Context: an optimization exercise on an open-source flow, tuned for small area. The choices shown serve that exercise and are no tape-out recipe.
The RTL was checked by simulation tests, not by an equivalence proof against the original design.
The flow treats the clock pin as an ideal source. Dropping or thinning the clock tree relies on that and would not hold on a real chip.
Power is estimated from default activity; no workload was simulated.

## main
module main(
    input [1:0] A,
    input [1:0] B,
    output [1:0] S,
    input Cin,
    output Cout,
    input CLK,
    input RST,
    output [11:8] SF_D,
    output LCD_E,
    output LCD_RS,
    output LCD_RW,
    output LCD_Enable
    );
Size in the first run: roughly 160 cells after synthesis, ~21 flip-flops, ~18 I/O pins.
clock: 20.0 ns
lec_check: 0
cap_margin: 20
core_margin: 2
core_utilization: 35
gpl_timing_driven: 0
slew_margin: 20
standard.sh (not shown) runs the stock make flow with config.mk's settings and CLKGATE_MAP_FILE= SYNTH_SCRIPT=/design/flow/synth_recipe.tcl, a recipe that flattens the netlist after the stock synthesis.
==> flow/flow/run.sh <==
#!/bin/bash
# Own layout flow: the standard flow (standard.sh) with these changes:
#  - synthesis maps the logic with several area-oriented ABC scripts (flow/abc_*.script) and keeps
#    the smallest result, without the adder-cell pre-mapping; the rest of synth_recipe.tcl
#    (register naming, flatten, rename) is unchanged;
#  - ports are buffered with sky130_fd_sc_hd__buf_1;
#  - after clock tree synthesis, flow/collapse.tcl replaces the tree with one clock buffer that
#    drives every flip-flop (POST_CTS_TCL hook of ORFS's cts.tcl).
# make's full output goes to make.log here; ORFS's own per-step logs are under orfs/logs/.
set -euo pipefail
W=$PWD
F=$FLOW_HOME
sed 's#^  log_cmd abc {\*}\$abc_args$#  source '"$W"'/flow/portfolio.tcl#' \
  "$F/scripts/synth.tcl" > "$W/area_synth.tcl"
grep -q "flow/portfolio.tcl" "$W/area_synth.tcl"
sed "s#\$::env(SCRIPTS_DIR)/synth.tcl#$W/area_synth.tcl#" "$W/synth_recipe.tcl" > "$W/area_synth_recipe.tcl"
grep -q "area_synth.tcl" "$W/area_synth_recipe.tcl"
bash "$W/standard.sh" \
  SYNTH_SCRIPT="$W/area_synth_recipe.tcl" \
  ADDER_MAP_FILE= \
  REMOVE_ABC_BUFFERS=1 \
  BUFFER_PORTS_ARGS="-buffer_cell sky130_fd_sc_hd__buf_1" \
  POST_CTS_TCL="$W/flow/collapse.tcl" \
  finish > "$W/make.log" 2>&1
Other scripts of this flow, unchanged in this note and not shown: flow/flow/abc_01.script, flow/flow/abc_02.script, flow/flow/abc_03.script, flow/flow/abc_04.script, flow/flow/abc_05.script, flow/flow/abc_06.script, flow/flow/abc_07.script, flow/flow/abc_08.script, flow/flow/abc_09.script, flow/flow/abc_10.script, flow/flow/abc_11.script, flow/flow/abc_12.script, flow/flow/abc_13.script, flow/flow/abc_14.script, flow/flow/abc_15.script, flow/flow/abc_16.script, flow/flow/abc_17.script, flow/flow/abc_18.script, flow/flow/abc_19.script, flow/flow/abc_20.script, flow/flow/abc_21.script, flow/flow/abc_22.script, flow/flow/abc_23.script, flow/flow/abc_24.script, flow/flow/abc_25.script, flow/flow/abc_26.script, flow/flow/collapse.tcl, flow/flow/portfolio.tcl
==> next run, changes <==
--- a/flow/flow/run.sh
+++ b/flow/flow/run.sh
@@ -21 +20,0 @@
-  REMOVE_ABC_BUFFERS=1 \
- CORE_UTILIZATION: 35 -> 65
- GPL_TIMING_DRIVEN: 0 -> not set
- PLACE_DENSITY: not set -> 0.8
Result: Total power hardly moves. Routed wire length decreases by 2.4%. Hold slack improved by 0.036 ns. Sequential power stays flat. Utilization increases by 35 points. Via count increases by 2.4%. Cell count decreases by 9.0%. Fmax increases by 0.59%.
==> next run, changes <==
- CORE_UTILIZATION: 65 -> 35
- PLACE_DENSITY: 0.8 -> not set
Outcome: Final cell count is higher by 10%. Via count is lower by 4.3%. Wire length is lower by 3.8%. Setup slack got worse by 0.045 ns. Sequential power barely changes. Worst hold slack got worse by 0.049 ns. Total power barely changes. Sequential share of layout area is lower by 0.64 points.


Setup of job 4798:
main again, from the RTL that the note above started with.
// main
module main(
    input [1:0] A,
    input [1:0] B,
    output [1:0] S,
    input Cin,
    output Cout,
    input CLK,
    input RST,
    output [11:8] SF_D,
    output LCD_E,
    output LCD_RS,
    output LCD_RW,
    output LCD_Enable
    );
Settings: LEC_CHECK=0, CAP_MARGIN=20, CORE_MARGIN=2, CORE_UTILIZATION=35, GPL_TIMING_DRIVEN=0, SLEW_MARGIN=20; clock period 20.0 ns.
==> flow/flow/run.sh <==
#!/bin/bash
# Own layout flow: the standard flow (standard.sh) with these changes:
#  - synthesis maps the logic with several area-oriented ABC scripts (flow/abc_*.script) and keeps
#    the smallest result, without the adder-cell pre-mapping; the rest of synth_recipe.tcl
#    (register naming, flatten, rename) is unchanged;
#  - ports are buffered with sky130_fd_sc_hd__buf_1;
#  - after clock tree synthesis, flow/collapse.tcl replaces the tree with one clock buffer that
#    drives every flip-flop (POST_CTS_TCL hook of ORFS's cts.tcl).
# make's full output goes to make.log here; ORFS's own per-step logs are under orfs/logs/.
set -euo pipefail
W=$PWD
F=$FLOW_HOME
sed 's#^  log_cmd abc {\*}\$abc_args$#  source '"$W"'/flow/portfolio.tcl#' \
  "$F/scripts/synth.tcl" > "$W/area_synth.tcl"
grep -q "flow/portfolio.tcl" "$W/area_synth.tcl"
sed "s#\$::env(SCRIPTS_DIR)/synth.tcl#$W/area_synth.tcl#" "$W/synth_recipe.tcl" > "$W/area_synth_recipe.tcl"
grep -q "area_synth.tcl" "$W/area_synth_recipe.tcl"
bash "$W/standard.sh" \
  SYNTH_SCRIPT="$W/area_synth_recipe.tcl" \
  ADDER_MAP_FILE= \
  BUFFER_PORTS_ARGS="-buffer_cell sky130_fd_sc_hd__buf_1" \
  POST_CTS_TCL="$W/flow/collapse.tcl" \
  finish > "$W/make.log" 2>&1
Other scripts of this flow, unchanged in this note and not shown: flow/flow/abc_01.script, flow/flow/abc_02.script, flow/flow/abc_03.script, flow/flow/abc_04.script, flow/flow/abc_05.script, flow/flow/abc_06.script, flow/flow/abc_07.script, flow/flow/abc_08.script, flow/flow/abc_09.script, flow/flow/abc_10.script, flow/flow/abc_11.script, flow/flow/abc_12.script, flow/flow/abc_13.script, flow/flow/abc_14.script, flow/flow/abc_15.script, flow/flow/abc_16.script, flow/flow/abc_17.script, flow/flow/abc_18.script, flow/flow/abc_19.script, flow/flow/abc_20.script, flow/flow/abc_21.script, flow/flow/abc_22.script, flow/flow/abc_23.script, flow/flow/abc_24.script, flow/flow/abc_25.script, flow/flow/abc_26.script, flow/flow/collapse.tcl, flow/flow/portfolio.tcl
Setup changes, job 4798 to job 6136
Settings: putting PLACE_DENSITY at 0.7 where nothing was set; clearing GPL_TIMING_DRIVEN, which used to be 0; swapping 35 for 50 in CORE_UTILIZATION.
[summary]
Job 6136: all stages complete, timing, DRC and antenna checks passed. Changes observed in job 6136 relative to job 4798: number of logic stages on the critical path including buffering essentially unchanged, wire length decreased 2.2%, wire length on met3 decreased 30%. Between job 4798 and job 6136, the switching power share of the total is lower for job 6136. Going from job 4798 to job 6136, final weighted congestion of routability-driven global placement grows by about 5%. Starting utilization of the core area, job 4798 and job 6136: larger value in job 6136. Compared with job 4798, in job 6136 transition time at the pin with the least slew margin went down by 0.29 ns, overall power consumption went down by 0.84%, global-route wire length before repair went down by 500 µm, smallest hold slack went down by 0.0037 ns. Share of total power in sequential cells, job 4798 and job 6136: larger value in job 6136.
What job 2224 does differently from job 6136 at the input level:
Settings: a deleted PLACE_DENSITY that had been 0.7; a change of CORE_UTILIZATION from 50 to 35; a change of SLEW_MARGIN from 20 to 0; a change of CAP_MARGIN from 20 to 0.
Findings:
Diff job 6136 -> job 2224: final area rose 23 µm², met2 routing resource usage after global routing fell 11 points, delay of the slowest critical-path stage about even. Delta (job 2224 minus job 6136): combinational power shows no meaningful change; total track usage shows a reduction of 7.0 points; worst relative slew slack shows a reduction of 0.86 points.

==> static timing again, ports no longer ideal <==
How much do the figures lean on ideal ports? The routed layouts below were timed once more, with nothing changed but the port constraints. Step 1 assumes that a clkbuf_16 drives the clock port and a buf_2 every other input. Step 2 times the ports against the registers' clock, not the clock port: input delays grow and output delays shrink by t, the midpoint of the rising clock arrivals with the driver on. Slacks: ideal / step 1 / step 2; pairs: ideal / step 1.
run	t, ns	slack for setup (ns)	worst setup path at the end	latest minus earliest clock arrival (ns)
the first run of note 1	0.173	10.641 / 10.618 / 10.618	input to output	0.003 / 0.003
the second run of note 1	0.172	10.696 / 10.676 / 10.676	input to output	0.001 / 0.001
the third run of note 1	0.178	10.650 / 10.628 / 10.628	input to output	0.001 / 0.002
job 4798	0.179	10.667 / 10.647 / 10.647	input to output	0.001 / 0.000
job 6136	0.174	10.683 / 10.663 / 10.663	input to output	0.005 / 0.005
job 2224	0.178	10.650 / 10.628 / 10.628	input to output	0.001 / 0.002
After both steps setup and hold are still met in every run listed. The setup slack of the first run of note 1, which loses most, moves by -0.023 ns with the drivers and by -0.023 ns with both steps.
